This design comes from an exercise in tuning for small area and a short achievable clock period on the open sky130 flow, not from production work.
Where RTL was checked, it was by simulation tests only, not by an equivalence proof against the original.
Function not checked in run 1: the RTL went through the layout flow alone.

==> flow/design.v, too long to show whole: its modules and the start of the top module <==
// module iq_comp: 627 lines
// module iq_a21o: 3 lines
// module iq_a21oi: 3 lines
// module iq_a22o: 3 lines
// module iq_a22oi: 3 lines
// module iq_and2: 3 lines
// module iq_fa: 3 lines
// module iq_ha: 3 lines
// module iq_inv: 3 lines
// module iq_maj3: 3 lines
// module iq_mux2: 3 lines
// module iq_mux2x2: 3 lines
// module iq_nand2: 3 lines
// module iq_nor2: 3 lines
// module iq_nor3: 3 lines
// module iq_o21ai: 3 lines
// module iq_xnor2: 3 lines
// module iq_xor2: 3 lines
// module iq_benc: 9 lines
// module iq_bencn: 9 lines
// module iq_add13: 3 lines
module iq_comp (
	input clk, RESETn,
	input freeze_iqcomp,
	input [1:0] op_mode,
	input [3:0] Ix, Qx,
	input signed [12:0] Wr_in, Wj_in,
	output reg signed [3:0] Iy, Qy,
	output wire settled,
	output reg signed [12:0] Wr, Wj
);
  // ...
==> flow/flow/run.sh <==
#!/bin/bash
# Layout flow: the standard flow, with two changes:
#  - synthesis maps the RTL's leaf modules to the cells given in
#    flow/cells_map.v (via ORFS's SYNTH_CANONICALIZE_TCL hook);
#  - port buffers are buf_1 cells.
set -euo pipefail
here=$(pwd)
export SYNTH_CANONICALIZE_TCL="$here/flow/canon.tcl"
export BUFFER_PORTS_ARGS="-buffer_cell sky130_fd_sc_hd__buf_1"
bash standard.sh > "$here/standard.log" 2>&1
==> flow/flow/canon.tcl <==
# Sourced by ORFS's synthesis canonicalize step (SYNTH_CANONICALIZE_TCL):
# replaces the leaf modules of the RTL by their cell-level views in
# cells_map.v (same functions, as sky130 cells).
set here [file dirname [file normalize [info script]]]
set f [open [file join $here leaf_modules.txt] r]
set leaves [string trim [read $f]]
close $f
foreach m $leaves {
  delete =$m
}
read_verilog [file join $here cells_map.v]
hierarchy -check -top $::env(DESIGN_NAME)
==> flow/flow/cells_map.v <==
// Generated by gen/gen12.py: cell-level views of the leaf modules of rtl/iq_comp.v

module iq_a21o (input a, b, c, output y);
sky130_fd_sc_hd__a21o_1 g (.A1(a), .A2(b), .B1(c), .X(y));
endmodule

module iq_a21oi (input a, b, c, output y);
sky130_fd_sc_hd__a21oi_1 g (.A1(a), .A2(b), .B1(c), .Y(y));
endmodule

module iq_a22o (input a, b, c, d, output y);
sky130_fd_sc_hd__a22o_1 g (.A1(a), .A2(b), .B1(c), .B2(d), .X(y));
endmodule

module iq_a22oi (input a, b, c, d, output y);
sky130_fd_sc_hd__a22oi_1 g (.A1(a), .A2(b), .B1(c), .B2(d), .Y(y));
endmodule

module iq_and2 (input a, b, output y);
sky130_fd_sc_hd__and2_1 g (.A(a), .B(b), .X(y));
endmodule

module iq_fa (input a, b, c, output s, co);
sky130_fd_sc_hd__fa_1 g (.A(a), .B(b), .CIN(c), .SUM(s), .COUT(co));
endmodule

module iq_ha (input a, b, output s, co);
sky130_fd_sc_hd__ha_1 g (.A(a), .B(b), .SUM(s), .COUT(co));
endmodule

module iq_inv (input a, output y);
sky130_fd_sc_hd__inv_1 g (.A(a), .Y(y));
endmodule

module iq_maj3 (input a, b, c, output y);
sky130_fd_sc_hd__maj3_1 g (.A(a), .B(b), .C(c), .X(y));
endmodule

module iq_mux2 (input a0, a1, s, output y);
sky130_fd_sc_hd__mux2_1 g (.A0(a0), .A1(a1), .S(s), .X(y));
endmodule

module iq_mux2x2 (input a0, a1, s, output y);
sky130_fd_sc_hd__mux2_2 g (.A0(a0), .A1(a1), .S(s), .X(y));
endmodule

module iq_nand2 (input a, b, output y);
sky130_fd_sc_hd__nand2_1 g (.A(a), .B(b), .Y(y));
endmodule

module iq_nor2 (input a, b, output y);
sky130_fd_sc_hd__nor2_1 g (.A(a), .B(b), .Y(y));
endmodule

module iq_nor3 (input a, b, c, output y);
sky130_fd_sc_hd__nor3_1 g (.A(a), .B(b), .C(c), .Y(y));
endmodule

module iq_o21ai (input a, b, c, output y);
sky130_fd_sc_hd__o21ai_0 g (.A1(a), .A2(b), .B1(c), .Y(y));
endmodule

module iq_xnor2 (input a, b, output y);
sky130_fd_sc_hd__xnor2_1 g (.A(a), .B(b), .Y(y));
endmodule

module iq_xor2 (input a, b, output y);
sky130_fd_sc_hd__xor2_1 g (.A(a), .B(b), .X(y));
endmodule

module iq_benc (input [3:0] I, output [5:0] e);
wire nI0, nI1, e1n, f;
sky130_fd_sc_hd__inv_1 g0 (.A(I[0]), .Y(nI0));
sky130_fd_sc_hd__inv_4 g1 (.A(nI0), .Y(e[0]));
sky130_fd_sc_hd__inv_1 g2 (.A(I[1]), .Y(nI1));
sky130_fd_sc_hd__and2b_4 g3 (.A_N(I[0]), .B(I[1]), .X(e[1]));
sky130_fd_sc_hd__inv_4 g4 (.A(nI1), .Y(e[2]));
sky130_fd_sc_hd__xnor2_1 g5 (.A(I[1]), .B(I[2]), .Y(e1n));
sky130_fd_sc_hd__inv_4 g6 (.A(e1n), .Y(e[3]));
sky130_fd_sc_hd__xor2_1 g7 (.A(I[3]), .B(I[2]), .X(f));
sky130_fd_sc_hd__nor2b_4 g8 (.A(f), .B_N(e1n), .Y(e[4]));
sky130_fd_sc_hd__inv_4 g9 (.A(I[3]), .Y(e[5]));
endmodule

module iq_bencn (input [3:0] I, output [5:0] e);
wire nI0, nI3, e1n, f;
sky130_fd_sc_hd__inv_1 g0 (.A(I[0]), .Y(nI0));
sky130_fd_sc_hd__inv_4 g1 (.A(nI0), .Y(e[0]));
sky130_fd_sc_hd__and2b_4 g3 (.A_N(I[0]), .B(I[1]), .X(e[1]));
sky130_fd_sc_hd__inv_4 g4 (.A(I[1]), .Y(e[2]));
sky130_fd_sc_hd__xnor2_1 g5 (.A(I[1]), .B(I[2]), .Y(e1n));
sky130_fd_sc_hd__inv_4 g6 (.A(e1n), .Y(e[3]));
sky130_fd_sc_hd__xor2_1 g7 (.A(I[3]), .B(I[2]), .X(f));
sky130_fd_sc_hd__nor2b_4 g8 (.A(f), .B_N(e1n), .Y(e[4]));
sky130_fd_sc_hd__inv_1 g9 (.A(I[3]), .Y(nI3));
sky130_fd_sc_hd__inv_4 g10 (.A(nI3), .Y(e[5]));
endmodule



module iq_add13(A, B, s);
  input [12:0] A;
  wire [12:0] A;
  input [12:0] B;
  wire [12:0] B;
  output [12:0] s;
  wire [12:0] s;
  wire _00_;
  wire _01_;
  wire _02_;
  wire _03_;
  wire _04_;
  wire _05_;
  wire _06_;
  wire _07_;
  wire _08_;
  wire _09_;
  wire _10_;
  wire _11_;
  wire _12_;
  wire _13_;
  wire _14_;
  wire _15_;
  wire _16_;
  wire _17_;
  wire _18_;
  wire _19_;
  wire _20_;
  wire _21_;
  wire _22_;
  wire _23_;
  wire _24_;
  wire _25_;
  wire _26_;
  wire _27_;
  wire _28_;
  wire _29_;
  wire _30_;
  wire _31_;
  wire _32_;
  wire _33_;
  wire _34_;
  wire _35_;
  wire _36_;
  wire _37_;
  wire _38_;
  sky130_fd_sc_hd__nand2_1 _39_ (
    .A(A[0]),
    .B(B[0]),
    .Y(_00_)
  );
  sky130_fd_sc_hd__xor2_1 _40_ (
    .A(A[0]),
    .B(B[0]),
    .X(s[0])
  );
  sky130_fd_sc_hd__nor2_1 _41_ (
    .A(A[11]),
    .B(B[11]),
    .Y(_01_)
  );
  sky130_fd_sc_hd__nand2_1 _42_ (
    .A(A[11]),
    .B(B[11]),
    .Y(_02_)
  );
  sky130_fd_sc_hd__and2_0 _43_ (
    .A(A[10]),
    .B(B[10]),
    .X(_03_)
  );
  sky130_fd_sc_hd__nor2_1 _44_ (
    .A(A[10]),
    .B(B[10]),
    .Y(_04_)
  );
  sky130_fd_sc_hd__nor2_1 _45_ (
    .A(_03_),
    .B(_04_),
    .Y(_05_)
  );
  sky130_fd_sc_hd__nand2_1 _46_ (
    .A(A[9]),
    .B(B[9]),
    .Y(_06_)
  );
  sky130_fd_sc_hd__or2_0 _47_ (
    .A(A[9]),
    .B(B[9]),
    .X(_07_)
  );
  sky130_fd_sc_hd__nand2_1 _48_ (
    .A(A[8]),
    .B(B[8]),
    .Y(_08_)
  );
  sky130_fd_sc_hd__xnor2_1 _49_ (
    .A(A[8]),
    .B(B[8]),
    .Y(_09_)
  );
  sky130_fd_sc_hd__and2_0 _50_ (
    .A(A[7]),
    .B(B[7]),
    .X(_10_)
  );
  sky130_fd_sc_hd__nor2_1 _51_ (
    .A(A[7]),
    .B(B[7]),
    .Y(_11_)
  );
  sky130_fd_sc_hd__and2_0 _52_ (
    .A(A[6]),
    .B(B[6]),
    .X(_12_)
  );
  sky130_fd_sc_hd__nor2_1 _53_ (
    .A(A[6]),
    .B(B[6]),
    .Y(_13_)
  );
  sky130_fd_sc_hd__nor2_1 _54_ (
    .A(_12_),
    .B(_13_),
    .Y(_14_)
  );
  sky130_fd_sc_hd__nand2_1 _55_ (
    .A(A[1]),
    .B(B[1]),
    .Y(_15_)
  );
  sky130_fd_sc_hd__nor2_1 _56_ (
    .A(A[1]),
    .B(B[1]),
    .Y(_16_)
  );
  sky130_fd_sc_hd__xor2_1 _57_ (
    .A(A[1]),
    .B(B[1]),
    .X(_17_)
  );
  sky130_fd_sc_hd__o21ai_0 _58_ (
    .A1(_00_),
    .A2(_16_),
    .B1(_15_),
    .Y(_18_)
  );
  sky130_fd_sc_hd__xnor2_1 _59_ (
    .A(A[2]),
    .B(B[2]),
    .Y(_19_)
  );
  sky130_fd_sc_hd__maj3_1 _60_ (
    .A(A[2]),
    .B(B[2]),
    .C(_18_),
    .X(_20_)
  );
  sky130_fd_sc_hd__xnor2_1 _61_ (
    .A(A[3]),
    .B(B[3]),
    .Y(_21_)
  );
  sky130_fd_sc_hd__maj3_1 _62_ (
    .A(A[3]),
    .B(B[3]),
    .C(_20_),
    .X(_22_)
  );
  sky130_fd_sc_hd__xnor2_1 _63_ (
    .A(A[4]),
    .B(B[4]),
    .Y(_23_)
  );
  sky130_fd_sc_hd__maj3_1 _64_ (
    .A(A[4]),
    .B(B[4]),
    .C(_22_),
    .X(_24_)
  );
  sky130_fd_sc_hd__xnor2_1 _65_ (
    .A(A[5]),
    .B(B[5]),
    .Y(_25_)
  );
  sky130_fd_sc_hd__maj3_1 _66_ (
    .A(A[5]),
    .B(B[5]),
    .C(_24_),
    .X(_26_)
  );
  sky130_fd_sc_hd__a21o_1 _67_ (
    .A1(_14_),
    .A2(_26_),
    .B1(_12_),
    .X(_27_)
  );
  sky130_fd_sc_hd__a211oi_1 _68_ (
    .A1(_14_),
    .A2(_26_),
    .B1(_10_),
    .C1(_12_),
    .Y(_28_)
  );
  sky130_fd_sc_hd__nor2_1 _69_ (
    .A(_11_),
    .B(_28_),
    .Y(_29_)
  );
  sky130_fd_sc_hd__o31ai_1 _70_ (
    .A1(_09_),
    .A2(_11_),
    .A3(_28_),
    .B1(_08_),
    .Y(_30_)
  );
  sky130_fd_sc_hd__o311ai_0 _71_ (
    .A1(_09_),
    .A2(_11_),
    .A3(_28_),
    .B1(_08_),
    .C1(_06_),
    .Y(_31_)
  );
  sky130_fd_sc_hd__nand2_1 _72_ (
    .A(_07_),
    .B(_31_),
    .Y(_32_)
  );
  sky130_fd_sc_hd__a31oi_1 _73_ (
    .A1(_05_),
    .A2(_07_),
    .A3(_31_),
    .B1(_03_),
    .Y(_33_)
  );
  sky130_fd_sc_hd__o21ai_0 _74_ (
    .A1(_01_),
    .A2(_33_),
    .B1(_02_),
    .Y(_34_)
  );
  sky130_fd_sc_hd__xnor2_1 _75_ (
    .A(A[12]),
    .B(B[12]),
    .Y(_35_)
  );
  sky130_fd_sc_hd__xnor2_1 _76_ (
    .A(_34_),
    .B(_35_),
    .Y(s[12])
  );
  sky130_fd_sc_hd__nor2b_1 _77_ (
    .A(_01_),
    .B_N(_02_),
    .Y(_36_)
  );
  sky130_fd_sc_hd__xnor2_1 _78_ (
    .A(_33_),
    .B(_36_),
    .Y(s[11])
  );
  sky130_fd_sc_hd__xnor2_1 _79_ (
    .A(_05_),
    .B(_32_),
    .Y(s[10])
  );
  sky130_fd_sc_hd__nand2_1 _80_ (
    .A(_06_),
    .B(_07_),
    .Y(_37_)
  );
  sky130_fd_sc_hd__xnor2_1 _81_ (
    .A(_30_),
    .B(_37_),
    .Y(s[9])
  );
  sky130_fd_sc_hd__xnor2_1 _82_ (
    .A(_09_),
    .B(_29_),
    .Y(s[8])
  );
  sky130_fd_sc_hd__or2_0 _83_ (
    .A(_10_),
    .B(_11_),
    .X(_38_)
  );
  sky130_fd_sc_hd__xnor2_1 _84_ (
    .A(_27_),
    .B(_38_),
    .Y(s[7])
  );
  sky130_fd_sc_hd__xor2_1 _85_ (
    .A(_14_),
    .B(_26_),
    .X(s[6])
  );
  sky130_fd_sc_hd__xnor2_1 _86_ (
    .A(_24_),
    .B(_25_),
    .Y(s[5])
  );
  sky130_fd_sc_hd__xnor2_1 _87_ (
    .A(_22_),
    .B(_23_),
    .Y(s[4])
  );
  sky130_fd_sc_hd__xnor2_1 _88_ (
    .A(_20_),
    .B(_21_),
    .Y(s[3])
  );
  sky130_fd_sc_hd__xnor2_1 _89_ (
    .A(_18_),
    .B(_19_),
    .Y(s[2])
  );
  sky130_fd_sc_hd__xnor2_1 _90_ (
    .A(_00_),
    .B(_17_),
    .Y(s[1])
  );
endmodule
==> flow/flow/leaf_modules.txt <==
iq_a21o iq_a21oi iq_a22o iq_a22oi iq_and2 iq_fa iq_ha iq_inv iq_maj3 iq_mux2 iq_mux2x2 iq_nand2 iq_nor2 iq_nor3 iq_o21ai iq_xnor2 iq_xor2 iq_benc iq_bencn iq_add13
==> flow/standard.sh <==
#!/bin/bash
# synth_recipe.tcl (not shown) runs the flow's synth.tcl, then flattens the netlist and writes it again
# the make line also repeats each setting of config.mk as NAME=value (left out here)
make -C /OpenROAD-flow-scripts/flow DESIGN_CONFIG=/design/flow/config.mk WORK_HOME=/design/flow/orfs CLKGATE_MAP_FILE= SYNTH_SCRIPT=/design/flow/synth_recipe.tcl "${@:-finish}"
==> flow/config.mk <==
export PLATFORM = sky130hd
export DESIGN_NAME = iq_comp
export DESIGN_NICKNAME = iq_comp
export VERILOG_FILES = /design/flow/design.v
export SDC_FILE = /design/flow/constraint.sdc
export NUM_CORES = 4
export LEC_CHECK = 0
export CAP_MARGIN = 20
export CORE_MARGIN = 2
export CORE_UTILIZATION = 40
export CTS_BUF_LIST = sky130_fd_sc_hd__clkbuf_8
export SETUP_SLACK_MARGIN = 2.25
export SLEW_MARGIN = 20
export SYNTH_HIERARCHICAL = 1
export SYNTH_MINIMUM_KEEP_SIZE = 0
==> flow/constraint.sdc <==
create_clock -name core_clock -period 8.0 [get_ports {clk}]
set_input_delay 1.6000 -clock core_clock [delete_from_list [all_inputs] [get_ports {clk}]]
set_output_delay 1.6000 -clock core_clock [all_outputs]
set_load 0.01 [all_outputs]
==> flow_results.xml, run 1 <==
<?xml version="1.0" encoding="UTF-8"?>
<metrics>
  <group name="run_status">
    <metric name="result_of_the_run" unit="">finished clean</metric>
  </group>
  <group name="critical_path">
    <metric name="critical_path_buf_inv_count" unit="">5</metric>
    <metric name="reg2reg_slack" unit="ns">3.14</metric>
    <metric name="critical_path.slowest_cell" unit="">fa_1</metric>
    <metric name="crit-reg2reg-launch" unit="">Qy[1]</metric>
    <metric name="critPathLaunch" unit="">op_mode[0]</metric>
    <metric name="worst_setup_path_end_kind" unit="">flip-flop</metric>
    <metric name="critPathMaxStageDelay" unit="ns">0.54</metric>
  </group>
  <group name="route">
    <metric name="met2_length" unit="um">9251</metric>
  </group>
  <group name="cells_and_area">
    <metric name="layout.non_clock_inverters" unit="">77</metric>
    <metric name="layout.cells.largest_class" unit="">multi-input combinational cells</metric>
    <metric name="antennaDiodeCount" unit="">0</metric>
    <metric name="post_layout_nonfiller_instances" unit="">1110</metric>
    <metric name="design_area" unit="um^2">7835</metric>
    <metric name="regArea" unit="um^2">680.7</metric>
  </group>
  <group name="synthesis">
    <metric name="yosys_top_cell_by_area" unit="">fa_1</metric>
    <metric name="synth_top_family_by_area" unit="">adder cells</metric>
    <metric name="synth-seq-area-share" unit="%">9.728</metric>
    <metric name="syn_inst" unit="">793</metric>
    <metric name="synth_top_area_share" unit="%">18.60</metric>
    <metric name="synth.mux.area_fraction" unit="%">5.472</metric>
    <metric name="post_synth_xor_area_fraction" unit="%">24.54</metric>
  </group>
  <group name="placed_design">
    <metric name="detailed_place.area" unit="um^2">7560</metric>
    <metric name="place.port_buffers" unit="">73</metric>
    <metric name="worst_case_setup_slack_after_placement" unit="ns">1.939</metric>
  </group>
  <group name="clock_network">
    <metric name="cts_made_buffers" unit="">5</metric>
    <metric name="clk_pin_slew" unit="ns">0.08</metric>
  </group>
  <group name="timing">
    <metric name="report.final.setup_viol" unit="">0</metric>
    <metric name="whs" unit="ns">0.7134</metric>
    <metric name="timing.max_slew.rel_slack" unit="%">28.40</metric>
  </group>
  <group name="worst_hold_path">
    <metric name="min_from" unit="">Wj[12]</metric>
  </group>
  <group name="global_routing">
    <metric name="grt_start_max_net_pins" unit="">27</metric>
    <metric name="grt_use_met1" unit="%">28.69</metric>
    <metric name="grt.total_usage" unit="%">20.90</metric>
  </group>
</metrics>
==> run 2, diff against run 1 <==
--- a/flow/design.v
+++ b/flow/design.v
@@ -320,4 +320,4 @@
 wire nselR = ~selR;
-wire [3:0] Iy_d_s = RESETn ? (sel_c ? {xi[3], {3{~xi[3]}}} : xi) : 4'd0;
-wire [3:0] Qy_d_s = RESETn ? (sel_c ? {xq[3], {3{~xq[3]}}} : xq) : 4'd0;
+wire [3:0] Iy_d_ns = ~(RESETn ? (sel_c ? {xi[3], {3{~xi[3]}}} : xi) : 4'd0);
+wire [3:0] Qy_d_ns = ~(RESETn ? (sel_c ? {xq[3], {3{~xq[3]}}} : xq) : 4'd0);
 wire n335; iq_nor2 u_n335 (.a(ta253), .b(ta254), .y(n335));
@@ -376,215 +376,209 @@
 wire n388; iq_xor2 u_n388 (.a(n387), .b(n385), .y(n388));
-wire n389; iq_xor2 u_n389 (.a(ta255), .b(ta256), .y(n389));
-wire n390; iq_xor2 u_n390 (.a(n389), .b(xi[0]), .y(n390));
-wire n391; iq_maj3 u_n391 (.a(ta255), .b(ta256), .c(xi[0]), .y(n391));
-wire n392; iq_xor2 u_n392 (.a(ta257), .b(ta258), .y(n392));
-wire n393; iq_xor2 u_n393 (.a(n392), .b(xi[1]), .y(n393));
-wire n394; iq_maj3 u_n394 (.a(ta257), .b(ta258), .c(xi[1]), .y(n394));
-wire n395; iq_xor2 u_n395 (.a(ta259), .b(ta260), .y(n395));
-wire n396; iq_xor2 u_n396 (.a(n395), .b(xi[2]), .y(n396));
-wire n397; iq_maj3 u_n397 (.a(ta259), .b(ta260), .c(xi[2]), .y(n397));
-wire n398; iq_xor2 u_n398 (.a(xi[3]), .b(n386), .y(n398));
-wire n399; iq_xor2 u_n399 (.a(n393), .b(n391), .y(n399));
-wire n400; iq_xor2 u_n400 (.a(n396), .b(n394), .y(n400));
-wire n401; iq_xor2 u_n401 (.a(n398), .b(n397), .y(n401));
-wire n402; iq_nand2 u_n402 (.a(n393), .b(n391), .y(n402));
-wire n403; iq_nor2 u_n403 (.a(n393), .b(n391), .y(n403));
-wire n404; iq_nand2 u_n404 (.a(n396), .b(n394), .y(n404));
-wire n405; iq_nor2 u_n405 (.a(n396), .b(n394), .y(n405));
-wire n406; iq_inv u_n406 (.a(n390), .y(n406));
-wire n407; iq_inv u_n407 (.a(n402), .y(n407));
-wire n408; iq_nor2 u_n408 (.a(n403), .b(n406), .y(n408));
-wire n409; iq_o21ai u_n409 (.a(n405), .b(n402), .c(n404), .y(n409));
-wire n410; iq_nor3 u_n410 (.a(n405), .b(n403), .c(n406), .y(n410));
-wire n411; iq_xor2 u_n411 (.a(n390), .b(n370), .y(n411));
-wire n412; iq_and2 u_n412 (.a(n390), .b(n370), .y(n412));
-wire n413; iq_xor2 u_n413 (.a(n399), .b(n412), .y(n413));
-wire n414; iq_a21o u_n414 (.a(n408), .b(n370), .c(n407), .y(n414));
-wire n415; iq_xor2 u_n415 (.a(n400), .b(n414), .y(n415));
-wire n416; iq_a21o u_n416 (.a(n410), .b(n370), .c(n409), .y(n416));
-wire n417; iq_xor2 u_n417 (.a(n401), .b(xi[3]), .y(n417));
-wire n418; iq_xor2 u_n418 (.a(n417), .b(n416), .y(n418));
-wire n419; iq_xor2 u_n419 (.a(n401), .b(n416), .y(n419));
-wire n420; iq_a21o u_n420 (.a(n388), .b(n418), .c(nselR), .y(n420));
-iq_mux2 u_Iy_d_0 (.a0(n411), .a1(Iy_d_s[0]), .s(n420), .y(Iy_d[0]));
-iq_mux2 u_Iy_d_1 (.a0(n413), .a1(Iy_d_s[1]), .s(n420), .y(Iy_d[1]));
-iq_mux2 u_Iy_d_2 (.a0(n415), .a1(Iy_d_s[2]), .s(n420), .y(Iy_d[2]));
-iq_mux2 u_Iy_d_3 (.a0(n419), .a1(Iy_d_s[3]), .s(n420), .y(Iy_d[3]));
-wire n421; iq_nor2 u_n421 (.a(tb324), .b(tb325), .y(n421));
-wire n422; iq_nor2 u_n422 (.a(tb322), .b(tb323), .y(n422));
-wire n423; iq_nor2 u_n423 (.a(n421), .b(n422), .y(n423));
-wire n424; iq_nor2 u_n424 (.a(tb320), .b(tb321), .y(n424));
-wire n425; iq_inv u_n425 (.a(n424), .y(n425));
-wire n426; iq_nand2 u_n426 (.a(n423), .b(n425), .y(n426));
-wire n427; iq_nor2 u_n427 (.a(tb318), .b(tb319), .y(n427));
-wire n428; iq_nor2 u_n428 (.a(tb316), .b(tb317), .y(n428));
-wire n429; iq_nor2 u_n429 (.a(n427), .b(n428), .y(n429));
-wire n430; iq_inv u_n430 (.a(n429), .y(n430));
-wire n431; iq_nor2 u_n431 (.a(n426), .b(n430), .y(n431));
-wire n432; iq_nor2 u_n432 (.a(tb314), .b(tb315), .y(n432));
-wire n433; iq_nor2 u_n433 (.a(tb312), .b(tb313), .y(n433));
-wire n434; iq_nor2 u_n434 (.a(n432), .b(n433), .y(n434));
-wire n435; iq_nor2 u_n435 (.a(tb310), .b(tb311), .y(n435));
-wire n436; iq_nand2 u_n436 (.a(n80), .b(tb309), .y(n436));
-wire n437; iq_nand2 u_n437 (.a(tb310), .b(tb311), .y(n437));
-wire n438; iq_o21ai u_n438 (.a(n435), .b(n436), .c(n437), .y(n438));
-wire n439; iq_nand2 u_n439 (.a(tb312), .b(tb313), .y(n439));
-wire n440; iq_nand2 u_n440 (.a(tb314), .b(tb315), .y(n440));
-wire n441; iq_o21ai u_n441 (.a(n432), .b(n439), .c(n440), .y(n441));
-wire n442; iq_a21oi u_n442 (.a(n434), .b(n438), .c(n441), .y(n442));
-wire n443; iq_inv u_n443 (.a(n442), .y(n443));
-wire n444; iq_nand2 u_n444 (.a(tb316), .b(tb317), .y(n444));
-wire n445; iq_nand2 u_n445 (.a(tb318), .b(tb319), .y(n445));
-wire n446; iq_o21ai u_n446 (.a(n427), .b(n444), .c(n445), .y(n446));
-wire n447; iq_inv u_n447 (.a(n446), .y(n447));
-wire n448; iq_nand2 u_n448 (.a(tb320), .b(tb321), .y(n448));
-wire n449; iq_inv u_n449 (.a(n448), .y(n449));
-wire n450; iq_nand2 u_n450 (.a(tb322), .b(tb323), .y(n450));
-wire n451; iq_nand2 u_n451 (.a(tb324), .b(tb325), .y(n451));
-wire n452; iq_o21ai u_n452 (.a(n421), .b(n450), .c(n451), .y(n452));
-wire n453; iq_a21oi u_n453 (.a(n423), .b(n449), .c(n452), .y(n453));
-wire n454; iq_o21ai u_n454 (.a(n426), .b(n447), .c(n453), .y(n454));
-wire n455; iq_a21oi u_n455 (.a(n431), .b(n443), .c(n454), .y(n455));
-wire n456; iq_inv u_n456 (.a(n455), .y(n456));
-wire n457; iq_nor2 u_n457 (.a(tb330), .b(tb331), .y(n457));
-wire n458; iq_nor2 u_n458 (.a(tb328), .b(tb329), .y(n458));
-wire n459; iq_nor2 u_n459 (.a(n457), .b(n458), .y(n459));
-wire n460; iq_nand2 u_n460 (.a(tb326), .b(tb327), .y(n460));
-wire n461; iq_inv u_n461 (.a(n460), .y(n461));
-wire n462; iq_nand2 u_n462 (.a(tb328), .b(tb329), .y(n462));
-wire n463; iq_nand2 u_n463 (.a(tb330), .b(tb331), .y(n463));
-wire n464; iq_o21ai u_n464 (.a(n457), .b(n462), .c(n463), .y(n464));
-wire n465; iq_a21oi u_n465 (.a(n459), .b(n461), .c(n464), .y(n465));
-wire n466; iq_nor2 u_n466 (.a(tb326), .b(tb327), .y(n466));
-wire n467; iq_inv u_n467 (.a(n466), .y(n467));
-wire n468; iq_nand2 u_n468 (.a(n459), .b(n467), .y(n468));
-wire n469; iq_inv u_n469 (.a(n465), .y(n469));
-wire n470; iq_inv u_n470 (.a(n468), .y(n470));
-wire n471; iq_a21o u_n471 (.a(n470), .b(n456), .c(n469), .y(n471));
-wire n472; iq_xor2 u_n472 (.a(n334), .b(tb332), .y(n472));
-wire n473; iq_xnor2 u_n473 (.a(xq[3]), .b(n472), .y(n473));
-wire n474; iq_xor2 u_n474 (.a(n473), .b(n471), .y(n474));
-wire n475; iq_xor2 u_n475 (.a(tb326), .b(tb327), .y(n475));
-wire n476; iq_xor2 u_n476 (.a(n475), .b(xq[0]), .y(n476));
-wire n477; iq_maj3 u_n477 (.a(tb326), .b(tb327), .c(xq[0]), .y(n477));
-wire n478; iq_xor2 u_n478 (.a(tb328), .b(tb329), .y(n478));
-wire n479; iq_xor2 u_n479 (.a(n478), .b(xq[1]), .y(n479));
-wire n480; iq_maj3 u_n480 (.a(tb328), .b(tb329), .c(xq[1]), .y(n480));
-wire n481; iq_xor2 u_n481 (.a(tb330), .b(tb331), .y(n481));
-wire n482; iq_xor2 u_n482 (.a(n481), .b(xq[2]), .y(n482));
-wire n483; iq_maj3 u_n483 (.a(tb330), .b(tb331), .c(xq[2]), .y(n483));
-wire n484; iq_xor2 u_n484 (.a(xq[3]), .b(n472), .y(n484));
-wire n485; iq_xor2 u_n485 (.a(n479), .b(n477), .y(n485));
-wire n486; iq_xor2 u_n486 (.a(n482), .b(n480), .y(n486));
-wire n487; iq_xor2 u_n487 (.a(n484), .b(n483), .y(n487));
-wire n488; iq_nand2 u_n488 (.a(n479), .b(n477), .y(n488));
-wire n489; iq_nor2 u_n489 (.a(n479), .b(n477), .y(n489));
-wire n490; iq_nand2 u_n490 (.a(n482), .b(n480), .y(n490));
-wire n491; iq_nor2 u_n491 (.a(n482), .b(n480), .y(n491));
-wire n492; iq_inv u_n492 (.a(n476), .y(n492));
-wire n493; iq_inv u_n493 (.a(n488), .y(n493));
-wire n494; iq_nor2 u_n494 (.a(n489), .b(n492), .y(n494));
-wire n495; iq_o21ai u_n495 (.a(n491), .b(n488), .c(n490), .y(n495));
-wire n496; iq_nor3 u_n496 (.a(n491), .b(n489), .c(n492), .y(n496));
-wire n497; iq_xor2 u_n497 (.a(n476), .b(n456), .y(n497));
-wire n498; iq_and2 u_n498 (.a(n476), .b(n456), .y(n498));
-wire n499; iq_xor2 u_n499 (.a(n485), .b(n498), .y(n499));
-wire n500; iq_a21o u_n500 (.a(n494), .b(n456), .c(n493), .y(n500));
-wire n501; iq_xor2 u_n501 (.a(n486), .b(n500), .y(n501));
-wire n502; iq_a21o u_n502 (.a(n496), .b(n456), .c(n495), .y(n502));
-wire n503; iq_xor2 u_n503 (.a(n487), .b(xq[3]), .y(n503));
-wire n504; iq_xor2 u_n504 (.a(n503), .b(n502), .y(n504));
-wire n505; iq_xor2 u_n505 (.a(n487), .b(n502), .y(n505));
-wire n506; iq_a21o u_n506 (.a(n474), .b(n504), .c(nselR), .y(n506));
-iq_mux2 u_Qy_d_0 (.a0(n497), .a1(Qy_d_s[0]), .s(n506), .y(Qy_d[0]));
-iq_mux2 u_Qy_d_1 (.a0(n499), .a1(Qy_d_s[1]), .s(n506), .y(Qy_d[1]));
-iq_mux2 u_Qy_d_2 (.a0(n501), .a1(Qy_d_s[2]), .s(n506), .y(Qy_d[2]));
-iq_mux2 u_Qy_d_3 (.a0(n505), .a1(Qy_d_s[3]), .s(n506), .y(Qy_d[3]));
+wire n389; iq_xor3 u_n389 (.a(ta255), .b(ta256), .c(xi[0]), .y(n389));
+wire n390; iq_maj3 u_n390 (.a(ta255), .b(ta256), .c(xi[0]), .y(n390));
+wire n391; iq_xor3 u_n391 (.a(ta257), .b(ta258), .c(xi[1]), .y(n391));
+wire n392; iq_maj3 u_n392 (.a(ta257), .b(ta258), .c(xi[1]), .y(n392));
+wire n393; iq_xor3 u_n393 (.a(ta259), .b(ta260), .c(xi[2]), .y(n393));
+wire n394; iq_maj3 u_n394 (.a(ta259), .b(ta260), .c(xi[2]), .y(n394));
+wire n395; iq_xor2 u_n395 (.a(xi[3]), .b(n386), .y(n395));
+wire n396; iq_xor2 u_n396 (.a(n391), .b(n390), .y(n396));
+wire n397; iq_xor2 u_n397 (.a(n393), .b(n392), .y(n397));
+wire n398; iq_xor2 u_n398 (.a(n395), .b(n394), .y(n398));
+wire n399; iq_nand2 u_n399 (.a(n391), .b(n390), .y(n399));
+wire n400; iq_nor2 u_n400 (.a(n391), .b(n390), .y(n400));
+wire n401; iq_nand2 u_n401 (.a(n393), .b(n392), .y(n401));
+wire n402; iq_nor2 u_n402 (.a(n393), .b(n392), .y(n402));
+wire n403; iq_inv u_n403 (.a(n389), .y(n403));
+wire n404; iq_inv u_n404 (.a(n399), .y(n404));
+wire n405; iq_nor2 u_n405 (.a(n400), .b(n403), .y(n405));
+wire n406; iq_o21ai u_n406 (.a(n402), .b(n399), .c(n401), .y(n406));
+wire n407; iq_nor3 u_n407 (.a(n402), .b(n400), .c(n403), .y(n407));
+wire n408; iq_xnor2 u_n408 (.a(n389), .b(n370), .y(n408));
+wire n409; iq_and2 u_n409 (.a(n389), .b(n370), .y(n409));
+wire n410; iq_xnor2 u_n410 (.a(n396), .b(n409), .y(n410));
+wire n411; iq_a21o u_n411 (.a(n405), .b(n370), .c(n404), .y(n411));
+wire n412; iq_xnor2 u_n412 (.a(n397), .b(n411), .y(n412));
+wire n413; iq_a21o u_n413 (.a(n407), .b(n370), .c(n406), .y(n413));
+wire n414; iq_xor2 u_n414 (.a(n398), .b(xi[3]), .y(n414));
+wire n415; iq_xor2 u_n415 (.a(n414), .b(n413), .y(n415));
+wire n416; iq_xnor2 u_n416 (.a(n398), .b(n413), .y(n416));
+wire n417; iq_a21o u_n417 (.a(n388), .b(n415), .c(nselR), .y(n417));
+iq_mux2i u_Iy_d_0 (.a0(n408), .a1(Iy_d_ns[0]), .s(n417), .y(Iy_d[0]));
+iq_mux2i u_Iy_d_1 (.a0(n410), .a1(Iy_d_ns[1]), .s(n417), .y(Iy_d[1]));
+iq_mux2i u_Iy_d_2 (.a0(n412), .a1(Iy_d_ns[2]), .s(n417), .y(Iy_d[2]));
+iq_mux2i u_Iy_d_3 (.a0(n416), .a1(Iy_d_ns[3]), .s(n417), .y(Iy_d[3]));
+wire n418; iq_nor2 u_n418 (.a(tb324), .b(tb325), .y(n418));
+wire n419; iq_nor2 u_n419 (.a(tb322), .b(tb323), .y(n419));
+wire n420; iq_nor2 u_n420 (.a(n418), .b(n419), .y(n420));
+wire n421; iq_nor2 u_n421 (.a(tb320), .b(tb321), .y(n421));
+wire n422; iq_inv u_n422 (.a(n421), .y(n422));
+wire n423; iq_nand2 u_n423 (.a(n420), .b(n422), .y(n423));
+wire n424; iq_nor2 u_n424 (.a(tb318), .b(tb319), .y(n424));
+wire n425; iq_nor2 u_n425 (.a(tb316), .b(tb317), .y(n425));
+wire n426; iq_nor2 u_n426 (.a(n424), .b(n425), .y(n426));
+wire n427; iq_inv u_n427 (.a(n426), .y(n427));
+wire n428; iq_nor2 u_n428 (.a(n423), .b(n427), .y(n428));
+wire n429; iq_nor2 u_n429 (.a(tb314), .b(tb315), .y(n429));
+wire n430; iq_nor2 u_n430 (.a(tb312), .b(tb313), .y(n430));
+wire n431; iq_nor2 u_n431 (.a(n429), .b(n430), .y(n431));
+wire n432; iq_nor2 u_n432 (.a(tb310), .b(tb311), .y(n432));
+wire n433; iq_nand2 u_n433 (.a(n80), .b(tb309), .y(n433));
+wire n434; iq_nand2 u_n434 (.a(tb310), .b(tb311), .y(n434));
+wire n435; iq_o21ai u_n435 (.a(n432), .b(n433), .c(n434), .y(n435));
+wire n436; iq_nand2 u_n436 (.a(tb312), .b(tb313), .y(n436));
+wire n437; iq_nand2 u_n437 (.a(tb314), .b(tb315), .y(n437));
+wire n438; iq_o21ai u_n438 (.a(n429), .b(n436), .c(n437), .y(n438));
+wire n439; iq_a21oi u_n439 (.a(n431), .b(n435), .c(n438), .y(n439));
+wire n440; iq_inv u_n440 (.a(n439), .y(n440));
+wire n441; iq_nand2 u_n441 (.a(tb316), .b(tb317), .y(n441));
+wire n442; iq_nand2 u_n442 (.a(tb318), .b(tb319), .y(n442));
+wire n443; iq_o21ai u_n443 (.a(n424), .b(n441), .c(n442), .y(n443));
+wire n444; iq_inv u_n444 (.a(n443), .y(n444));
+wire n445; iq_nand2 u_n445 (.a(tb320), .b(tb321), .y(n445));
+wire n446; iq_inv u_n446 (.a(n445), .y(n446));
+wire n447; iq_nand2 u_n447 (.a(tb322), .b(tb323), .y(n447));
+wire n448; iq_nand2 u_n448 (.a(tb324), .b(tb325), .y(n448));
+wire n449; iq_o21ai u_n449 (.a(n418), .b(n447), .c(n448), .y(n449));
+wire n450; iq_a21oi u_n450 (.a(n420), .b(n446), .c(n449), .y(n450));
+wire n451; iq_o21ai u_n451 (.a(n423), .b(n444), .c(n450), .y(n451));
+wire n452; iq_a21oi u_n452 (.a(n428), .b(n440), .c(n451), .y(n452));
+wire n453; iq_inv u_n453 (.a(n452), .y(n453));
+wire n454; iq_nor2 u_n454 (.a(tb330), .b(tb331), .y(n454));
+wire n455; iq_nor2 u_n455 (.a(tb328), .b(tb329), .y(n455));
+wire n456; iq_nor2 u_n456 (.a(n454), .b(n455), .y(n456));
+wire n457; iq_nand2 u_n457 (.a(tb326), .b(tb327), .y(n457));
+wire n458; iq_inv u_n458 (.a(n457), .y(n458));
+wire n459; iq_nand2 u_n459 (.a(tb328), .b(tb329), .y(n459));
+wire n460; iq_nand2 u_n460 (.a(tb330), .b(tb331), .y(n460));
+wire n461; iq_o21ai u_n461 (.a(n454), .b(n459), .c(n460), .y(n461));
+wire n462; iq_a21oi u_n462 (.a(n456), .b(n458), .c(n461), .y(n462));
+wire n463; iq_nor2 u_n463 (.a(tb326), .b(tb327), .y(n463));
+wire n464; iq_inv u_n464 (.a(n463), .y(n464));
+wire n465; iq_nand2 u_n465 (.a(n456), .b(n464), .y(n465));
+wire n466; iq_inv u_n466 (.a(n462), .y(n466));
+wire n467; iq_inv u_n467 (.a(n465), .y(n467));
+wire n468; iq_a21o u_n468 (.a(n467), .b(n453), .c(n466), .y(n468));
+wire n469; iq_xor2 u_n469 (.a(n334), .b(tb332), .y(n469));
+wire n470; iq_xnor2 u_n470 (.a(xq[3]), .b(n469), .y(n470));
+wire n471; iq_xor2 u_n471 (.a(n470), .b(n468), .y(n471));
+wire n472; iq_xor3 u_n472 (.a(tb326), .b(tb327), .c(xq[0]), .y(n472));
+wire n473; iq_maj3 u_n473 (.a(tb326), .b(tb327), .c(xq[0]), .y(n473));
+wire n474; iq_xor3 u_n474 (.a(tb328), .b(tb329), .c(xq[1]), .y(n474));
+wire n475; iq_maj3 u_n475 (.a(tb328), .b(tb329), .c(xq[1]), .y(n475));
+wire n476; iq_xor3 u_n476 (.a(tb330), .b(tb331), .c(xq[2]), .y(n476));
+wire n477; iq_maj3 u_n477 (.a(tb330), .b(tb331), .c(xq[2]), .y(n477));
+wire n478; iq_xor2 u_n478 (.a(xq[3]), .b(n469), .y(n478));
+wire n479; iq_xor2 u_n479 (.a(n474), .b(n473), .y(n479));
+wire n480; iq_xor2 u_n480 (.a(n476), .b(n475), .y(n480));
+wire n481; iq_xor2 u_n481 (.a(n478), .b(n477), .y(n481));
+wire n482; iq_nand2 u_n482 (.a(n474), .b(n473), .y(n482));
+wire n483; iq_nor2 u_n483 (.a(n474), .b(n473), .y(n483));
+wire n484; iq_nand2 u_n484 (.a(n476), .b(n475), .y(n484));
+wire n485; iq_nor2 u_n485 (.a(n476), .b(n475), .y(n485));
+wire n486; iq_inv u_n486 (.a(n472), .y(n486));
+wire n487; iq_inv u_n487 (.a(n482), .y(n487));
+wire n488; iq_nor2 u_n488 (.a(n483), .b(n486), .y(n488));
+wire n489; iq_o21ai u_n489 (.a(n485), .b(n482), .c(n484), .y(n489));
+wire n490; iq_nor3 u_n490 (.a(n485), .b(n483), .c(n486), .y(n490));
+wire n491; iq_xnor2 u_n491 (.a(n472), .b(n453), .y(n491));
+wire n492; iq_and2 u_n492 (.a(n472), .b(n453), .y(n492));
+wire n493; iq_xnor2 u_n493 (.a(n479), .b(n492), .y(n493));
+wire n494; iq_a21o u_n494 (.a(n488), .b(n453), .c(n487), .y(n494));
+wire n495; iq_xnor2 u_n495 (.a(n480), .b(n494), .y(n495));
+wire n496; iq_a21o u_n496 (.a(n490), .b(n453), .c(n489), .y(n496));
+wire n497; iq_xor2 u_n497 (.a(n481), .b(xq[3]), .y(n497));
+wire n498; iq_xor2 u_n498 (.a(n497), .b(n496), .y(n498));
+wire n499; iq_xnor2 u_n499 (.a(n481), .b(n496), .y(n499));
+wire n500; iq_a21o u_n500 (.a(n471), .b(n498), .c(nselR), .y(n500));
+iq_mux2i u_Qy_d_0 (.a0(n491), .a1(Qy_d_ns[0]), .s(n500), .y(Qy_d[0]));
+iq_mux2i u_Qy_d_1 (.a0(n493), .a1(Qy_d_ns[1]), .s(n500), .y(Qy_d[1]));
+iq_mux2i u_Qy_d_2 (.a0(n495), .a1(Qy_d_ns[2]), .s(n500), .y(Qy_d[2]));
+iq_mux2i u_Qy_d_3 (.a0(n499), .a1(Qy_d_ns[3]), .s(n500), .y(Qy_d[3]));
 wire nbIy2 = ~Iy[2]; wire nbQy2 = ~Qy[2];
-wire n507; iq_and2 u_n507 (.a(Qy[0]), .b(Qy[1]), .y(n507));
-wire n508; iq_and2 u_n508 (.a(Qy[0]), .b(Qy[2]), .y(n508));
-wire n509; iq_and2 u_n509 (.a(Qy[1]), .b(Qy[2]), .y(n509));
-wire n510; iq_nand2 u_n510 (.a(Qy[0]), .b(Qy[3]), .y(n510));
-wire n511; iq_nand2 u_n511 (.a(Qy[1]), .b(Qy[3]), .y(n511));
-wire n512; iq_and2 u_n512 (.a(Qy[3]), .b(nbQy2), .y(n512));
-wire n513; iq_inv u_n513 (.a(Iy[0]), .y(n513));
-wire n514; iq_inv u_n514 (.a(Iy[1]), .y(n514));
-wire n515; iq_nand2 u_n515 (.a(Iy[0]), .b(Iy[1]), .y(n515));
-wire n516; iq_nand2 u_n516 (.a(Iy[0]), .b(Iy[2]), .y(n516));
-wire n517; iq_inv u_n517 (.a(Iy[2]), .y(n517));
-wire n518; iq_nand2 u_n518 (.a(Iy[1]), .b(Iy[2]), .y(n518));
-wire n519; iq_and2 u_n519 (.a(Iy[0]), .b(Iy[3]), .y(n519));
-wire n520; iq_and2 u_n520 (.a(Iy[1]), .b(Iy[3]), .y(n520));
-wire n521; iq_nand2 u_n521 (.a(Iy[3]), .b(nbIy2), .y(n521));
-wire n522; iq_xnor2 u_n522 (.a(Wr[4]), .b(Qy[2]), .y(n522));
-wire n523; iq_nor2 u_n523 (.a(Wr[4]), .b(Qy[2]), .y(n523));
-wire n524; iq_inv u_n524 (.a(n523), .y(n524));
-wire n525; iq_xnor2 u_n525 (.a(Wr[2]), .b(Qy[1]), .y(n525));
-wire n526; iq_nor2 u_n526 (.a(Wr[2]), .b(Qy[1]), .y(n526));
-wire n527; iq_inv u_n527 (.a(n526), .y(n527));
-wire n528; iq_inv u_n528 (.a(Wr[3]), .y(n528));
-wire tr529, tr530; iq_fa u_tr529 (.a(n509), .b(n510), .c(n517), .s(tr529), .co(tr530));
-wire tr531, tr532; iq_ha u_tr531 (.a(n518), .b(n519), .s(tr531), .co(tr532));
-wire tr533, tr534; iq_fa u_tr533 (.a(Wr[5]), .b(n511), .c(n520), .s(tr533), .co(tr534));
-wire n535; iq_inv u_n535 (.a(Wr[6]), .y(n535));
-wire n536; iq_inv u_n536 (.a(Wr[0]), .y(n536));
-wire tr537, tr538; iq_ha u_tr537 (.a(n507), .b(n514), .s(tr537), .co(tr538));
-wire tr539, tr540; iq_fa u_tr539 (.a(n528), .b(n508), .c(n516), .s(tr539), .co(tr540));
-wire tr541, tr542; iq_fa u_tr541 (.a(Wr[3]), .b(n522), .c(tr531), .s(tr541), .co(tr542));
-wire tr543, tr544; iq_fa u_tr543 (.a(n524), .b(tr532), .c(tr530), .s(tr543), .co(tr544));
-wire tr545, tr546; iq_fa u_tr545 (.a(n535), .b(n512), .c(n521), .s(tr545), .co(tr546));
-wire tr547, tr548; iq_ha u_tr547 (.a(n536), .b(Qy[0]), .s(tr547), .co(tr548));
-wire n549; iq_xnor2 u_n549 (.a(Wr[1]), .b(Wr[0]), .y(n549));
-wire n550; iq_nor2 u_n550 (.a(Wr[1]), .b(Wr[0]), .y(n550));
-wire n551; iq_inv u_n551 (.a(n550), .y(n551));
-wire tr552, tr553; iq_fa u_tr552 (.a(n515), .b(n525), .c(tr537), .s(tr552), .co(tr553));
-wire tr554, tr555; iq_fa u_tr554 (.a(n527), .b(tr538), .c(tr539), .s(tr554), .co(tr555));
-wire tr556, tr557; iq_fa u_tr556 (.a(tr540), .b(tr529), .c(tr541), .s(tr556), .co(tr557));
-wire tr558, tr559; iq_fa u_tr558 (.a(tr533), .b(tr542), .c(tr543), .s(tr558), .co(tr559));
-wire tr560, tr561; iq_fa u_tr560 (.a(tr534), .b(tr545), .c(tr544), .s(tr560), .co(tr561));
-wire tr562, tr563; iq_fa u_tr562 (.a(Wr[7]), .b(Wr[6]), .c(tr546), .s(tr562), .co(tr563));
-wire n564; iq_inv u_n564 (.a(Wr[8]), .y(n564));
-wire n565; iq_inv u_n565 (.a(Wr[9]), .y(n565));
-wire n566; iq_inv u_n566 (.a(Wr[10]), .y(n566));
-wire n567; iq_inv u_n567 (.a(Wr[11]), .y(n567));
-wire n568; iq_inv u_n568 (.a(Wr[12]), .y(n568));
-wire n569; iq_nand2 u_n569 (.a(Iy[0]), .b(Qy[0]), .y(n569));
-wire n570; iq_nand2 u_n570 (.a(Iy[0]), .b(Qy[1]), .y(n570));
-wire n571; iq_nand2 u_n571 (.a(Iy[0]), .b(Qy[2]), .y(n571));
-wire n572; iq_and2 u_n572 (.a(Iy[0]), .b(Qy[3]), .y(n572));
-wire n573; iq_nand2 u_n573 (.a(Iy[1]), .b(Qy[0]), .y(n573));
-wire n574; iq_nand2 u_n574 (.a(Iy[1]), .b(Qy[1]), .y(n574));
-wire n575; iq_nand2 u_n575 (.a(Iy[1]), .b(Qy[2]), .y(n575));
-wire n576; iq_and2 u_n576 (.a(Iy[1]), .b(Qy[3]), .y(n576));
-wire n577; iq_nand2 u_n577 (.a(Iy[2]), .b(Qy[0]), .y(n577));
-wire n578; iq_nand2 u_n578 (.a(Iy[2]), .b(Qy[1]), .y(n578));
-wire n579; iq_nand2 u_n579 (.a(Iy[2]), .b(Qy[2]), .y(n579));
-wire n580; iq_and2 u_n580 (.a(Iy[2]), .b(Qy[3]), .y(n580));
-wire n581; iq_and2 u_n581 (.a(Iy[3]), .b(Qy[0]), .y(n581));
-wire n582; iq_and2 u_n582 (.a(Iy[3]), .b(Qy[1]), .y(n582));
-wire n583; iq_and2 u_n583 (.a(Iy[3]), .b(Qy[2]), .y(n583));
-wire n584; iq_nand2 u_n584 (.a(Iy[3]), .b(Qy[3]), .y(n584));
-wire n585; iq_inv u_n585 (.a(Wj[3]), .y(n585));
-wire n586; iq_xnor2 u_n586 (.a(Wj[4]), .b(n572), .y(n586));
-wire n587; iq_nor2 u_n587 (.a(Wj[4]), .b(n572), .y(n587));
-wire n588; iq_inv u_n588 (.a(n587), .y(n588));
-wire tj589, tj590; iq_ha u_tj589 (.a(n575), .b(n578), .s(tj589), .co(tj590));
-wire tj591, tj592; iq_fa u_tj591 (.a(Wj[5]), .b(n576), .c(n579), .s(tj591), .co(tj592));
-wire n593; iq_inv u_n593 (.a(Wj[2]), .y(n593));
-wire tj594, tj595; iq_fa u_tj594 (.a(n585), .b(n571), .c(n574), .s(tj594), .co(tj595));
-wire tj596, tj597; iq_fa u_tj596 (.a(Wj[3]), .b(n581), .c(n586), .s(tj596), .co(tj597));
-wire tj598, tj599; iq_fa u_tj598 (.a(n582), .b(n588), .c(tj590), .s(tj598), .co(tj599));
-wire tj600, tj601; iq_fa u_tj600 (.a(Wj[6]), .b(n580), .c(n583), .s(tj600), .co(tj601));
-wire n602; iq_inv u_n602 (.a(Wj[1]), .y(n602));
-wire tj603, tj604; iq_fa u_tj603 (.a(n593), .b(n570), .c(n573), .s(tj603), .co(tj604));
-wire tj605, tj606; iq_fa u_tj605 (.a(Wj[2]), .b(n577), .c(tj594), .s(tj605), .co(tj606));
-wire tj607, tj608; iq_fa u_tj607 (.a(tj589), .b(tj595), .c(tj596), .s(tj607), .co(tj608));
-wire tj609, tj610; iq_fa u_tj609 (.a(tj591), .b(tj597), .c(tj598), .s(tj609), .co(tj610));
-wire tj611, tj612; iq_fa u_tj611 (.a(tj592), .b(tj600), .c(tj599), .s(tj611), .co(tj612));
-wire tj613, tj614; iq_fa u_tj613 (.a(Wj[7]), .b(n584), .c(tj601), .s(tj613), .co(tj614));
-wire n615; iq_inv u_n615 (.a(Wj[8]), .y(n615));
-wire n616; iq_inv u_n616 (.a(Wj[9]), .y(n616));
-wire n617; iq_inv u_n617 (.a(Wj[10]), .y(n617));
-wire n618; iq_inv u_n618 (.a(Wj[11]), .y(n618));
-wire n619; iq_inv u_n619 (.a(Wj[12]), .y(n619));
+wire n501; iq_and2 u_n501 (.a(Qy[0]), .b(Qy[1]), .y(n501));
+wire n502; iq_and2 u_n502 (.a(Qy[0]), .b(Qy[2]), .y(n502));
+wire n503; iq_and2 u_n503 (.a(Qy[1]), .b(Qy[2]), .y(n503));
+wire n504; iq_nand2 u_n504 (.a(Qy[0]), .b(Qy[3]), .y(n504));
+wire n505; iq_nand2 u_n505 (.a(Qy[1]), .b(Qy[3]), .y(n505));
+wire n506; iq_and2 u_n506 (.a(Qy[3]), .b(nbQy2), .y(n506));
+wire n507; iq_inv u_n507 (.a(Iy[0]), .y(n507));
+wire n508; iq_inv u_n508 (.a(Iy[1]), .y(n508));
+wire n509; iq_nand2 u_n509 (.a(Iy[0]), .b(Iy[1]), .y(n509));
+wire n510; iq_nand2 u_n510 (.a(Iy[0]), .b(Iy[2]), .y(n510));
+wire n511; iq_inv u_n511 (.a(Iy[2]), .y(n511));
+wire n512; iq_nand2 u_n512 (.a(Iy[1]), .b(Iy[2]), .y(n512));
+wire n513; iq_and2 u_n513 (.a(Iy[0]), .b(Iy[3]), .y(n513));
+wire n514; iq_and2 u_n514 (.a(Iy[1]), .b(Iy[3]), .y(n514));
+wire n515; iq_nand2 u_n515 (.a(Iy[3]), .b(nbIy2), .y(n515));
+wire n516; iq_xnor2 u_n516 (.a(Wr[4]), .b(Qy[2]), .y(n516));
+wire n517; iq_nor2 u_n517 (.a(Wr[4]), .b(Qy[2]), .y(n517));
+wire n518; iq_inv u_n518 (.a(n517), .y(n518));
+wire n519; iq_xnor2 u_n519 (.a(Wr[2]), .b(Qy[1]), .y(n519));
+wire n520; iq_nor2 u_n520 (.a(Wr[2]), .b(Qy[1]), .y(n520));
+wire n521; iq_inv u_n521 (.a(n520), .y(n521));
+wire n522; iq_inv u_n522 (.a(Wr[3]), .y(n522));
+wire tr523, tr524; iq_fa u_tr523 (.a(n503), .b(n504), .c(n511), .s(tr523), .co(tr524));
+wire tr525, tr526; iq_ha u_tr525 (.a(n512), .b(n513), .s(tr525), .co(tr526));
+wire tr527, tr528; iq_fa u_tr527 (.a(Wr[5]), .b(n505), .c(n514), .s(tr527), .co(tr528));
+wire n529; iq_inv u_n529 (.a(Wr[6]), .y(n529));
+wire n530; iq_inv u_n530 (.a(Wr[0]), .y(n530));
+wire tr531, tr532; iq_ha u_tr531 (.a(n501), .b(n508), .s(tr531), .co(tr532));
+wire tr533, tr534; iq_fa u_tr533 (.a(n522), .b(n502), .c(n510), .s(tr533), .co(tr534));
+wire tr535, tr536; iq_fa u_tr535 (.a(Wr[3]), .b(n516), .c(tr525), .s(tr535), .co(tr536));
+wire tr537, tr538; iq_fa u_tr537 (.a(n518), .b(tr526), .c(tr524), .s(tr537), .co(tr538));
+wire tr539, tr540; iq_fa u_tr539 (.a(n529), .b(n506), .c(n515), .s(tr539), .co(tr540));
+wire tr541, tr542; iq_ha u_tr541 (.a(n530), .b(Qy[0]), .s(tr541), .co(tr542));
+wire n543; iq_xnor2 u_n543 (.a(Wr[1]), .b(Wr[0]), .y(n543));
+wire n544; iq_nor2 u_n544 (.a(Wr[1]), .b(Wr[0]), .y(n544));
+wire n545; iq_inv u_n545 (.a(n544), .y(n545));
+wire tr546, tr547; iq_fa u_tr546 (.a(n509), .b(n519), .c(tr531), .s(tr546), .co(tr547));
+wire tr548, tr549; iq_fa u_tr548 (.a(n521), .b(tr532), .c(tr533), .s(tr548), .co(tr549));
+wire tr550, tr551; iq_fa u_tr550 (.a(tr534), .b(tr523), .c(tr535), .s(tr550), .co(tr551));
+wire tr552, tr553; iq_fa u_tr552 (.a(tr527), .b(tr536), .c(tr537), .s(tr552), .co(tr553));
+wire tr554, tr555; iq_fa u_tr554 (.a(tr528), .b(tr539), .c(tr538), .s(tr554), .co(tr555));
+wire tr556, tr557; iq_fa u_tr556 (.a(Wr[7]), .b(Wr[6]), .c(tr540), .s(tr556), .co(tr557));
+wire n558; iq_inv u_n558 (.a(Wr[8]), .y(n558));
+wire n559; iq_inv u_n559 (.a(Wr[9]), .y(n559));
+wire n560; iq_inv u_n560 (.a(Wr[10]), .y(n560));
+wire n561; iq_inv u_n561 (.a(Wr[11]), .y(n561));
+wire n562; iq_inv u_n562 (.a(Wr[12]), .y(n562));
+wire n563; iq_nand2 u_n563 (.a(Iy[0]), .b(Qy[0]), .y(n563));
+wire n564; iq_nand2 u_n564 (.a(Iy[0]), .b(Qy[1]), .y(n564));
+wire n565; iq_nand2 u_n565 (.a(Iy[0]), .b(Qy[2]), .y(n565));
+wire n566; iq_and2 u_n566 (.a(Iy[0]), .b(Qy[3]), .y(n566));
+wire n567; iq_nand2 u_n567 (.a(Iy[1]), .b(Qy[0]), .y(n567));
+wire n568; iq_nand2 u_n568 (.a(Iy[1]), .b(Qy[1]), .y(n568));
+wire n569; iq_nand2 u_n569 (.a(Iy[1]), .b(Qy[2]), .y(n569));
+wire n570; iq_and2 u_n570 (.a(Iy[1]), .b(Qy[3]), .y(n570));
+wire n571; iq_nand2 u_n571 (.a(Iy[2]), .b(Qy[0]), .y(n571));
+wire n572; iq_nand2 u_n572 (.a(Iy[2]), .b(Qy[1]), .y(n572));
+wire n573; iq_nand2 u_n573 (.a(Iy[2]), .b(Qy[2]), .y(n573));
+wire n574; iq_and2 u_n574 (.a(Iy[2]), .b(Qy[3]), .y(n574));
+wire n575; iq_and2 u_n575 (.a(Iy[3]), .b(Qy[0]), .y(n575));
+wire n576; iq_and2 u_n576 (.a(Iy[3]), .b(Qy[1]), .y(n576));
+wire n577; iq_and2 u_n577 (.a(Iy[3]), .b(Qy[2]), .y(n577));
+wire n578; iq_nand2 u_n578 (.a(Iy[3]), .b(Qy[3]), .y(n578));
+wire n579; iq_inv u_n579 (.a(Wj[3]), .y(n579));
+wire n580; iq_xnor2 u_n580 (.a(Wj[4]), .b(n566), .y(n580));
+wire n581; iq_nor2 u_n581 (.a(Wj[4]), .b(n566), .y(n581));
+wire n582; iq_inv u_n582 (.a(n581), .y(n582));
+wire tj583, tj584; iq_ha u_tj583 (.a(n569), .b(n572), .s(tj583), .co(tj584));
+wire tj585, tj586; iq_fa u_tj585 (.a(Wj[5]), .b(n570), .c(n573), .s(tj585), .co(tj586));
+wire n587; iq_inv u_n587 (.a(Wj[2]), .y(n587));
+wire tj588, tj589; iq_fa u_tj588 (.a(n579), .b(n565), .c(n568), .s(tj588), .co(tj589));
+wire tj590, tj591; iq_fa u_tj590 (.a(Wj[3]), .b(n575), .c(n580), .s(tj590), .co(tj591));
+wire tj592, tj593; iq_fa u_tj592 (.a(n576), .b(n582), .c(tj584), .s(tj592), .co(tj593));
+wire tj594, tj595; iq_fa u_tj594 (.a(Wj[6]), .b(n574), .c(n577), .s(tj594), .co(tj595));
+wire n596; iq_inv u_n596 (.a(Wj[1]), .y(n596));
+wire tj597, tj598; iq_fa u_tj597 (.a(n587), .b(n564), .c(n567), .s(tj597), .co(tj598));
+wire tj599, tj600; iq_fa u_tj599 (.a(Wj[2]), .b(n571), .c(tj588), .s(tj599), .co(tj600));
+wire tj601, tj602; iq_fa u_tj601 (.a(tj583), .b(tj589), .c(tj590), .s(tj601), .co(tj602));
+wire tj603, tj604; iq_fa u_tj603 (.a(tj585), .b(tj591), .c(tj592), .s(tj603), .co(tj604));
+wire tj605, tj606; iq_fa u_tj605 (.a(tj586), .b(tj594), .c(tj593), .s(tj605), .co(tj606));
+wire tj607, tj608; iq_fa u_tj607 (.a(Wj[7]), .b(n578), .c(tj595), .s(tj607), .co(tj608));
+wire n609; iq_inv u_n609 (.a(Wj[8]), .y(n609));
+wire n610; iq_inv u_n610 (.a(Wj[9]), .y(n610));
+wire n611; iq_inv u_n611 (.a(Wj[10]), .y(n611));
+wire n612; iq_inv u_n612 (.a(Wj[11]), .y(n612));
+wire n613; iq_inv u_n613 (.a(Wj[12]), .y(n613));
 wire [12:0] Wr_d, Wj_d;
@@ -592,4 +586,4 @@
 wire [12:0] Sr, Sj;
-iq_add13 u_add_r (.A({Wr[11], Wr[10], Wr[9], Wr[8], n564, tr562, tr560, tr557, tr555, tr553, n551, n549, n513}), .B({n568, n567, n566, n565, tr563, tr561, tr559, tr558, tr556, tr554, tr552, tr548, tr547}), .s(Sr));
-iq_add13 u_add_j (.A({Wj[11], Wj[10], Wj[9], Wj[8], n615, tj613, tj611, tj608, tj606, tj604, Wj[1], n602, Wj[0]}), .B({n619, n618, n617, n616, tj614, tj612, tj610, tj609, tj607, tj605, tj603, n569, 1'b0}), .s(Sj));
+iq_add13 u_add_r (.A({Wr[11], Wr[10], Wr[9], Wr[8], n558, tr556, tr554, tr551, tr549, tr547, n545, n543, n507}), .B({n562, n561, n560, n559, tr557, tr555, tr553, tr552, tr550, tr548, tr546, tr542, tr541}), .s(Sr));
+iq_add13 u_add_j (.A({Wj[11], Wj[10], Wj[9], Wj[8], n609, tj607, tj605, tj602, tj600, tj598, Wj[1], n596, Wj[0]}), .B({n613, n612, n611, n610, tj608, tj606, tj604, tj603, tj601, tj599, tj597, n563, 1'b0}), .s(Sj));
 iq_a22o u_Wr_d_0 (.a(upd), .b(Sr[0]), .c(kn), .d(ur[0]), .y(Wr_d[0]));
@@ -654,4 +648,4 @@
 endmodule
-module iq_mux2 (input a0, a1, s, output y);
-assign y = s ? a1 : a0;
+module iq_mux2i (input a0, a1, s, output y);
+assign y = ~(s ? a1 : a0);
 endmodule
@@ -678,2 +672,5 @@
 endmodule
+module iq_xor3 (input a, b, c, output y);
+assign y = a ^ b ^ c;
+endmodule
 module iq_benc (input [3:0] I, output [5:0] e);
--- a/flow/flow/cells_map.v
+++ b/flow/flow/cells_map.v
@@ -1,2 +1,2 @@
-// Generated by gen/gen12.py: cell-level views of the leaf modules of rtl/iq_comp.v
+// Generated by gen/gen13.py: cell-level views of the leaf modules of rtl/iq_comp.v
 
@@ -38,4 +38,4 @@
 
-module iq_mux2 (input a0, a1, s, output y);
-sky130_fd_sc_hd__mux2_1 g (.A0(a0), .A1(a1), .S(s), .X(y));
+module iq_mux2i (input a0, a1, s, output y);
+sky130_fd_sc_hd__mux2i_1 g (.A0(a0), .A1(a1), .S(s), .Y(y));
 endmodule
@@ -69,2 +69,6 @@
 endmodule
+
+module iq_xor3 (input a, b, c, output y);
+sky130_fd_sc_hd__xor3_1 g (.A(a), .B(b), .C(c), .X(y));
+endmodule
 
==> flow/flow/leaf_modules.txt (replaced) <==
iq_a21o iq_a21oi iq_a22o iq_a22oi iq_and2 iq_fa iq_ha iq_inv iq_maj3 iq_mux2i iq_mux2x2 iq_nand2 iq_nor2 iq_nor3 iq_o21ai iq_xnor2 iq_xor2 iq_xor3 iq_benc iq_bencn iq_add13
==> flow_results.xml, run 2 <==
<?xml version="1.0" encoding="UTF-8"?>
<metrics>
  <group name="global_routing">
    <metric name="initial_antenna_violation_count" unit="">0</metric>
    <metric name="gr_met3_demand_resource" unit="%">2.759</metric>
    <metric name="grt_start_max_net_pins" unit="">27</metric>
    <metric name="grt_use_met1" unit="%">30.45</metric>
  </group>
  <group name="critical_path">
    <metric name="timing.rr.end" unit="">Wr[12]</metric>
    <metric name="reg2reg_slack" unit="ns">3.24</metric>
    <metric name="start_kind" unit="">input pin</metric>
    <metric name="crit_type" unit="">in2reg</metric>
    <metric name="critPathLaunch" unit="">op_mode[0]</metric>
    <metric name="critPathMaxStageDelay" unit="ns">0.51</metric>
    <metric name="critical_path.slowest_cell" unit="">fa_1</metric>
    <metric name="worst_setup_path_end_kind" unit="">flip-flop</metric>
    <metric name="crit-reg2reg-launch" unit="">Qy[1]</metric>
    <metric name="critical_path_buf_inv_count" unit="">3</metric>
  </group>
  <group name="timing">
    <metric name="whs" unit="ns">0.7262</metric>
    <metric name="min_setup_slack_post_route" unit="ns">2.513</metric>
    <metric name="skew" unit="ns">0.006161</metric>
    <metric name="timing.max_slew.rel_slack" unit="%">25.31</metric>
    <metric name="worst_margin_slew" unit="ns">1.120</metric>
    <metric name="layout_min_cycle_time" unit="ns">5.487</metric>
    <metric name="report.final.setup_viol" unit="">0</metric>
  </group>
  <group name="synthesis">
    <metric name="syn_inst" unit="">786</metric>
    <metric name="synth-seq-cells" unit="">34</metric>
    <metric name="postSynth.asyncResetShare" unit="%">0</metric>
    <metric name="yosys_top_cell_by_area" unit="">fa_1</metric>
    <metric name="synth-seq-area-share" unit="%">9.772</metric>
    <metric name="synth_top_area_share" unit="%">18.68</metric>
  </group>
  <group name="placed_design">
    <metric name="place.port_buffers" unit="">73</metric>
    <metric name="final_weighted_congestion_of_routability_driven_global_placement" unit="">0.9642</metric>
    <metric name="detailed_place.area" unit="um^2">7541</metric>
    <metric name="worst_case_setup_slack_after_placement" unit="ns">2.052</metric>
  </group>
  <group name="clock_network">
    <metric name="cts_made_buffers" unit="">5</metric>
    <metric name="tritoncts" unit="">built</metric>
    <metric name="htree_num_levels" unit="">2</metric>
    <metric name="clk_pin_slew" unit="ns">0.08</metric>
    <metric name="cts_sinks" unit="">34</metric>
  </group>
  <group name="cells_and_area">
    <metric name="regArea" unit="um^2">680.7</metric>
    <metric name="antennaDiodeCount" unit="">0</metric>
    <metric name="post_layout_nonfiller_instances" unit="">1095</metric>
    <metric name="synthToLayoutAreaGrowth" unit="%">9.664</metric>
    <metric name="design_area" unit="um^2">7639</metric>
    <metric name="drive_above_1_share" unit="%">7.586</metric>
  </group>
  <group name="run_status">
    <metric name="result_of_the_run" unit="">finished clean</metric>
  </group>
  <group name="floorplanning">
    <metric name="floorplan.core_area" unit="um^2">17180</metric>
    <metric name="number_of_top_level_design_ports" unit="">74</metric>
  </group>
  <group name="worst_hold_path">
    <metric name="hold_path.class" unit="">reg2reg</metric>
  </group>
  <group name="route">
    <metric name="total_number_of_vias" unit="">5798</metric>
    <metric name="wl_per_cell" unit="um">17.42</metric>
  </group>
</metrics>
==> run 2: layer usage <==
layer,vias to the layer above,share of wire (%)
li1,2841,-
met1,2792,47
met2,157,47
met3,8,5.9
met4,0,0.45
met5,-,0
==> run 2: Yosys stat by module, one instance, submodules excluded, excerpt <==
| module | area [um^2] | flops+latches |
|---|---|---|
| iq_fa | 20.02 | 0 |
| iq_nor3 | 5.005 | 0 |
| iq_a21oi | 5.005 | 0 |
| iq_mux2i | 10.01 | 0 |
| iq_maj3 | 10.01 | 0 |
| iq_xor2 | 8.758 | 0 |
| iq_inv | 3.754 | 0 |
==> run 2: worst min path at each step <==
stage / end / cells past startpoint / from / slack (ns)
finish: Wr[12] / 2 / Wr[12] / 0.73
global route: Wr[12] / 2 / Wr[12] / 0.77
CTS: Wr[12] / 2 / Wr[12] / 0.73
detailed placement: Wr[12] / 2 / Wr[12] / 0.72
global placement: Wr[12] / 2 / Wr[12] / 0.69
floorplan: Wj[12] / 2 / Wj[12] / 0.69
==> run 2: worst min-delay path, cell delays in order (launching register included) <==
cell and delay [ns]:
dfxtp_1 0.37, mux2_2 0.21, a22o_1 0.12
==> run 2: what timing repair did <==
action | in CTS | in global routing
resized for setup | 0 | 5
setup endpoints to repair | 0 | 8
hold buffers | 0 | 0
setup buffers | 0 | 0
==> run 2: layout make-up <==
cell class | count | area share, %
timing repair buffer | 76 | 3.980
sequential | 34 | 8.911
inverter | 77 | 4.308
tap | 225 | 3.686
clock inverter | 2 | 0.1147
multi-input combinational | 675 | 77.92
clock buffer | 6 | 1.081
==> run 2: cell families after synthesis <==
kind of cell    Yosys count  synth area share [%]
xor+xnor                190                 25.18
simple gates            176                 11.78
compound gates          165                 17.12
fa+ha+maj               108                 25.90
buf+inv                  78                 4.832
mux                      34                 5.353
flops                    34                 9.772
other cells               1               0.05384

static timing again, ports no longer ideal:
No port has a modelled driver above. Below, the same layouts with a new extraction and two added sets of constraints. Step 1 (the two cells are an assumption about what drives the block):
set clk [get_ports {clk}]
set_driving_cell -lib_cell sky130_fd_sc_hd__clkbuf_16 $clk
set_driving_cell -lib_cell sky130_fd_sc_hd__buf_2 [delete_from_list [all_inputs] $clk]
Step 2 times the ports against the registers' clock, not the clock port: input delays grow and output delays shrink by t, the midpoint of the rising clock arrivals with the driver on. Slacks: ideal ports / drivers / drivers and shift; pairs: ideal ports / drivers.
| run | shift t [ns] | setup WS [ns] | worst setup path after step 2 | cell pins on the clock port's net |
|---|---|---|---|---|
| run 1 | 0.342 | 2.411 / 2.420 / 2.078 | input to register | 1 |
| run 2 | 0.325 | 2.513 / 2.519 / 2.194 | input to register | 1 |
After both steps setup and hold are still met in every run listed. For run 1, which loses most, drivers alone change the setup slack by +0.009 ns; drivers and shift together by -0.333 ns.
